Context: an optimization exercise on an open-source flow, tuned for small area. The choices shown serve that exercise and are no tape-out recipe. The RTL was checked by simulation tests, not by an equivalence proof against the original design. Power figures rest on the tool's default switching activity, not on a simulated workload.

==> module div_u, before the edit <==
module div_u (
input wire cpu_clk,				 
input wire cpu_rstn,				 
input wire start,				 
input wire first,				 
output wire done,				 
input wire [32 - 1 : 0] div_src_data1,	 
input wire [32 - 1 : 0] div_src_data2,	 
output wire [32 - 1 : 0] rem_result,	 
output wire [32 - 1 : 0] div_result	 
);
wire [32 - 1 : 0] lt_s;
wire data1gedata2;
rca #(.W(32)) u_lt (.a(div_src_data1), .b(~div_src_data2), .ci(1'b1), .s(lt_s), .co(data1gedata2));
wire data1ltdata2 = !data1gedata2;
wire data2equ1 = (div_src_data2 == 1);
wire data2equ0 = (div_src_data2 == 0);
wire single_cycle_div =  data1ltdata2 | data2equ1 | data2equ0;
reg start_r;
always @ (posedge cpu_clk or negedge cpu_rstn)
begin
	if(!cpu_rstn)
	begin
		start_r <= 1'b0;
	end
	else
	begin
		start_r <= start;
	end
end
wire start_rising = start && !start_r;
reg [5:0] div_cycle_cnt;
always @ (posedge cpu_clk or negedge cpu_rstn)
begin
	if(!cpu_rstn)
	begin
		div_cycle_cnt <= 6'h0;
	end
	else
	begin
		if(start_rising && (!single_cycle_div))
		begin
			div_cycle_cnt <= 6'h0;
		end
		else if(start)
		begin
			if(div_cycle_cnt == 32)
			begin
				div_cycle_cnt <= 6'h0;
			end
			else
			begin
				div_cycle_cnt <= div_cycle_cnt + 6'h1;
			end
		end
		else
		begin
			div_cycle_cnt <= 6'h0;
		end
	end
end
assign done = single_cycle_div | (div_cycle_cnt == 32);
localparam STEPS = 4;
localparam ITERS = 32 / STEPS;
reg [32 - 1 : 0] rem_r;
reg [32 - 1 : 0] quo_r;
reg [$clog2(ITERS) - 1 : 0] it;
wire [32 - 1 : 0] rs [0 : STEPS];
wire [32 - 1 : 0] qs [0 : STEPS];
assign rs[0] = first ? {32{1'b0}} : rem_r;
assign qs[0] = first ? div_src_data1 : quo_r;
genvar gs;
generate
	for (gs = 0; gs < STEPS; gs = gs + 1)
	begin : step
		wire [32 : 0] t = {rs[gs], qs[gs][32 - 1]};
		wire [32 : 0] d;
		wire ge;
		rca #(.W(32 + 1)) u_d (.a(t), .b({1'b1, ~div_src_data2}), .ci(1'b1), .s(d), .co(ge));
		assign rs[gs + 1] = ge ? d[32 - 1 : 0] : t[32 - 1 : 0];
		assign qs[gs + 1] = {qs[gs][32 - 2 : 0], ge};
	end
endgenerate
always @ (posedge cpu_clk)
begin
	if(first || (it != 0))
	begin
		rem_r <= rs[STEPS];
		quo_r <= qs[STEPS];
		it <= first ? ITERS - 1 : it - 1'b1;
	end
end
assign div_result = data2equ0 ? {32{1'b1}} : (data2equ1 ? div_src_data1 : (data1ltdata2 ? {32{1'b0}} : quo_r));
assign rem_result = data2equ1 ? {32{1'b0}} : ((data1ltdata2 | data2equ0) ? div_src_data1 : rem_r);
endmodule
==> flow/config.mk <==
export PLATFORM = sky130hd
export DESIGN_NAME = krv_core
export DESIGN_NICKNAME = krv_core
export VERILOG_FILES = /design/flow/design.v
export SDC_FILE = /design/flow/constraint.sdc
export NUM_CORES = 8
export LEC_CHECK = 0
export CAP_MARGIN = 30
export CORE_MARGIN = 2
export CORE_UTILIZATION = 42
export CTS_BUF_LIST = sky130_fd_sc_hd__clkbuf_8
export CTS_CLUSTER_DIAMETER = 50
export CTS_CLUSTER_SIZE = 15
export PLACE_DENSITY = 0.54
export SLEW_MARGIN = 30
==> flow/constraint.sdc <==
create_clock -name core_clock -period 100.0 [get_ports {clk}]
set_input_delay 20.0000 -clock core_clock [delete_from_list [all_inputs] [get_ports {clk}]]
set_output_delay 20.0000 -clock core_clock [all_outputs]
set_load 0.01 [all_outputs]
standard.sh (not shown) runs the stock make flow with config.mk's settings and CLKGATE_MAP_FILE= SYNTH_SCRIPT=/design/flow/synth_recipe.tcl, a recipe that flattens the netlist after the stock synthesis.
==> flow/flow/run.sh <==
#!/bin/bash
# Own flow: the standard ORFS flow (the standard.sh make call) with these
# changes:
#  - synthesis maps the logic with an area-oriented ABC script
#    (flow/abc_area.script; the clock period is far above the logic depth).
#    Registers are mapped as in the standard synthesis (dfflibmap runs before
#    ABC, and ABC does not touch flip-flops). This is checked: the standard
#    synthesis is also run (in orfs_std/), and if the register names and cell
#    types differ, the standard synthesis result is used instead.
#  - clock tree synthesis without dummy loads (-dont_use_dummy_load).
#  - buffering after placement without buf_12/buf_16 (see below).
#  - more antenna repair iterations after detailed routing, and one retry of
#    the layout at a lower utilization if antenna violations remain.
# Each tool's output goes to a log file in this folder (and ORFS's own logs).
set -euo pipefail
HERE=$(pwd)
rm -rf "$HERE/scripts"
cp -r "$FLOW_HOME/scripts" "$HERE/scripts"
cp "$HERE/flow/abc_area.script" "$HERE/scripts/abc_speed.script"
sed -i 's/  -repair_clock_nets\]/  -repair_clock_nets -dont_use_dummy_load]/' "$HERE/scripts/cts.tcl"
grep -q dont_use_dummy_load "$HERE/scripts/cts.tcl"
# placement, resizing, global-route repair and CTS repair do not use the two
# largest buffers (buf_12, buf_16): more, smaller buffers fix slew for less area
for f in global_place.tcl resize.tcl global_route.tcl cts.tcl; do
  sed -i 's/^\(\s*\)set_dont_use \$::env(DONT_USE_CELLS)$/\1set_dont_use $::env(DONT_USE_CELLS)\n\1set_dont_use {sky130_fd_sc_hd__buf_16 sky130_fd_sc_hd__buf_12}/' "$HERE/scripts/$f"
  grep -q "set_dont_use {sky130_fd_sc_hd__buf_16 sky130_fd_sc_hd__buf_12}" "$HERE/scripts/$f"
done
sed 's#^make -C#SCRIPTS_DIR='"$HERE"'/scripts make -C#; s#"${@:-finish}"#MAX_REPAIR_ANTENNAS_ITER_DRT=10 "${@:-finish}"#' standard.sh > standard_own.sh
grep -q "SCRIPTS_DIR=$HERE/scripts make" standard_own.sh
grep -q "MAX_REPAIR_ANTENNAS_ITER_DRT=10" standard_own.sh
WH=$(sed -n 's#.*WORK_HOME=\([^ ]*\) .*#\1#p' standard.sh | head -1)
RES=$WH/results/sky130hd/krv_core/base
REP=$WH/reports/sky130hd/krv_core/base
LOGD=$WH/logs/sky130hd/krv_core/base
# standard synthesis for the register check
sed "s#WORK_HOME=$WH #WORK_HOME=$HERE/orfs_std #" standard.sh > standard_chk.sh
bash standard_chk.sh synth > synth_std.log 2>&1
# own synthesis
bash standard_own.sh synth > synth.log 2>&1
flops() { grep -oE 'sky130_fd_sc_hd__(df|edf|sdf|dl)[a-z0-9_]* +[^ ]+ +\(' "$1" | awk '{print $2, $1}' | sort; }
flops "$HERE/orfs_std/results/sky130hd/krv_core/base/1_2_yosys.v" > flops_std.txt
flops "$RES/1_2_yosys.v" > flops_own.txt
if ! cmp -s flops_std.txt flops_own.txt || [[ ! -s flops_own.txt ]]; then
  echo "register mismatch: using the standard synthesis" > register_mismatch.txt
  rm -f "$RES"/1_* "$LOGD"/1_* 
  bash standard.sh synth > synth_fallback.log 2>&1
fi
bash standard_own.sh > layout.log 2>&1 || true
if [[ ! -f out/final.def ]] || grep -q "Net:" "$REP/drt_antennas.log" 2>/dev/null; then
  echo "retry at lower utilization" > retry.txt
  rm -f out/final.def
  mkdir -p first_try
  cp -r "$REP" first_try/reports 2>/dev/null || true
  cp -r "$LOGD" first_try/logs 2>/dev/null || true
  for s in 2_ 3_ 4_ 5_ 6_; do rm -f "$RES"/$s* "$LOGD"/$s* "$REP"/$s*; done
  sed -i 's#CORE_UTILIZATION=[0-9.]*#CORE_UTILIZATION=39#; s#PLACE_DENSITY=[0-9.]*#PLACE_DENSITY=0.50#' standard_own.sh
  bash standard_own.sh > layout_retry.log 2>&1
fi
test -f out/final.def
Other scripts of this flow, unchanged in this note and not shown: flow/flow/abc_area.script
The first run finished with timing, DRC and antenna clean.
Change:
--- a/flow/design.v
+++ b/flow/design.v
@@ -4374,38 +4374,34 @@
 			div_cycle_cnt <= 6'h0;
 		end
 	end
 end
 assign done = single_cycle_div | (div_cycle_cnt == 32);
-localparam STEPS = 4;
-localparam ITERS = 32 / STEPS;
 reg [32 - 1 : 0] rem_r;
 reg [32 - 1 : 0] quo_r;
-reg [$clog2(ITERS) - 1 : 0] it;
-wire [32 - 1 : 0] rs [0 : STEPS];
-wire [32 - 1 : 0] qs [0 : STEPS];
-assign rs[0] = first ? {32{1'b0}} : rem_r;
-assign qs[0] = first ? div_src_data1 : quo_r;
-genvar gs;
-generate
-	for (gs = 0; gs < STEPS; gs = gs + 1)
-	begin : step
-		wire [32 : 0] t = {rs[gs], qs[gs][32 - 1]};
-		wire [32 : 0] d;
-		wire ge;
-		rca #(.W(32 + 1)) u_d (.a(t), .b({1'b1, ~div_src_data2}), .ci(1'b1), .s(d), .co(ge));
-		assign rs[gs + 1] = ge ? d[32 - 1 : 0] : t[32 - 1 : 0];
-		assign qs[gs + 1] = {qs[gs][32 - 2 : 0], ge};
-	end
-endgenerate
+reg [3:0] it;
+wire [32 - 1 : 0] r0 = first ? {32{1'b0}} : rem_r;
+wire [32 - 1 : 0] q0 = first ? div_src_data1 : quo_r;
+wire [32 : 0] t1 = {r0, q0[32 - 1]};
+wire [32 : 0] d1;
+wire ge1;
+rca #(.W(32 + 1)) u_d1 (.a(t1), .b({1'b1, ~div_src_data2}), .ci(1'b1), .s(d1), .co(ge1));
+wire [32 - 1 : 0] r1 = ge1 ? d1[32 - 1 : 0] : t1[32 - 1 : 0];
+wire [32 - 1 : 0] q1 = {q0[32 - 2 : 0], ge1};
+wire [32 : 0] t2 = {r1, q1[32 - 1]};
+wire [32 : 0] d2;
+wire ge2;
+rca #(.W(32 + 1)) u_d2 (.a(t2), .b({1'b1, ~div_src_data2}), .ci(1'b1), .s(d2), .co(ge2));
+wire [32 - 1 : 0] r2 = ge2 ? d2[32 - 1 : 0] : t2[32 - 1 : 0];
+wire [32 - 1 : 0] q2 = {q1[32 - 2 : 0], ge2};
 always @ (posedge cpu_clk)
 begin
-	if(first || (it != 0))
+	if(first || (it != 4'h0))
 	begin
-		rem_r <= rs[STEPS];
-		quo_r <= qs[STEPS];
-		it <= first ? ITERS - 1 : it - 1'b1;
+		rem_r <= r2;
+		quo_r <= q2;
+		it <= first ? 4'hf : it - 4'h1;
 	end
 end
 assign div_result = data2equ0 ? {32{1'b1}} : (data2equ1 ? div_src_data1 : (data1ltdata2 ? {32{1'b0}} : quo_r));
 assign rem_result = data2equ1 ? {32{1'b0}} : ((data1ltdata2 | data2equ0) ? div_src_data1 : rem_r);
 endmodule
Result: Setup slack improved by 21 ns; first-iteration DRC count shrinks by a few percent; sequential cell count grows by 1; synthesized area shrinks slightly; synthesized cell count shrinks by a few percent; combinational power shrinks by about a fifth; sequential share of layout area grows by 0.63 points; maximum frequency grows by well over a third; via count shrinks slightly; wire length shrinks slightly; die area shrinks slightly.

-- static timing again, ports no longer ideal --
The results above use ideal ports. As a check the final layouts listed here were re-extracted and re-timed, cells and wires unchanged.
Step 1 sets driving cells, clkbuf_16 on the clock port and buf_2 on the other inputs (assumed; they add their load-dependent delay and slew).
Step 2 moves the port delays by t, midway between the first and last clock arrival at a register: inputs arrive t later, outputs are due t later. That takes back most of the time a late clock gives input paths.
Slacks: ideal / step 1 / step 2; pairs: ideal / step 1.
run | t (ns) | setup WS [ns] | clock arrival spread, ns
the first run | 1.379 | 40.388 / 40.388 / 40.388 | 0.206 / 0.206
the second run | 1.353 | 61.796 / 61.661 / 63.015 | 0.220 / 0.219
After both steps setup and hold are still met in every run listed.
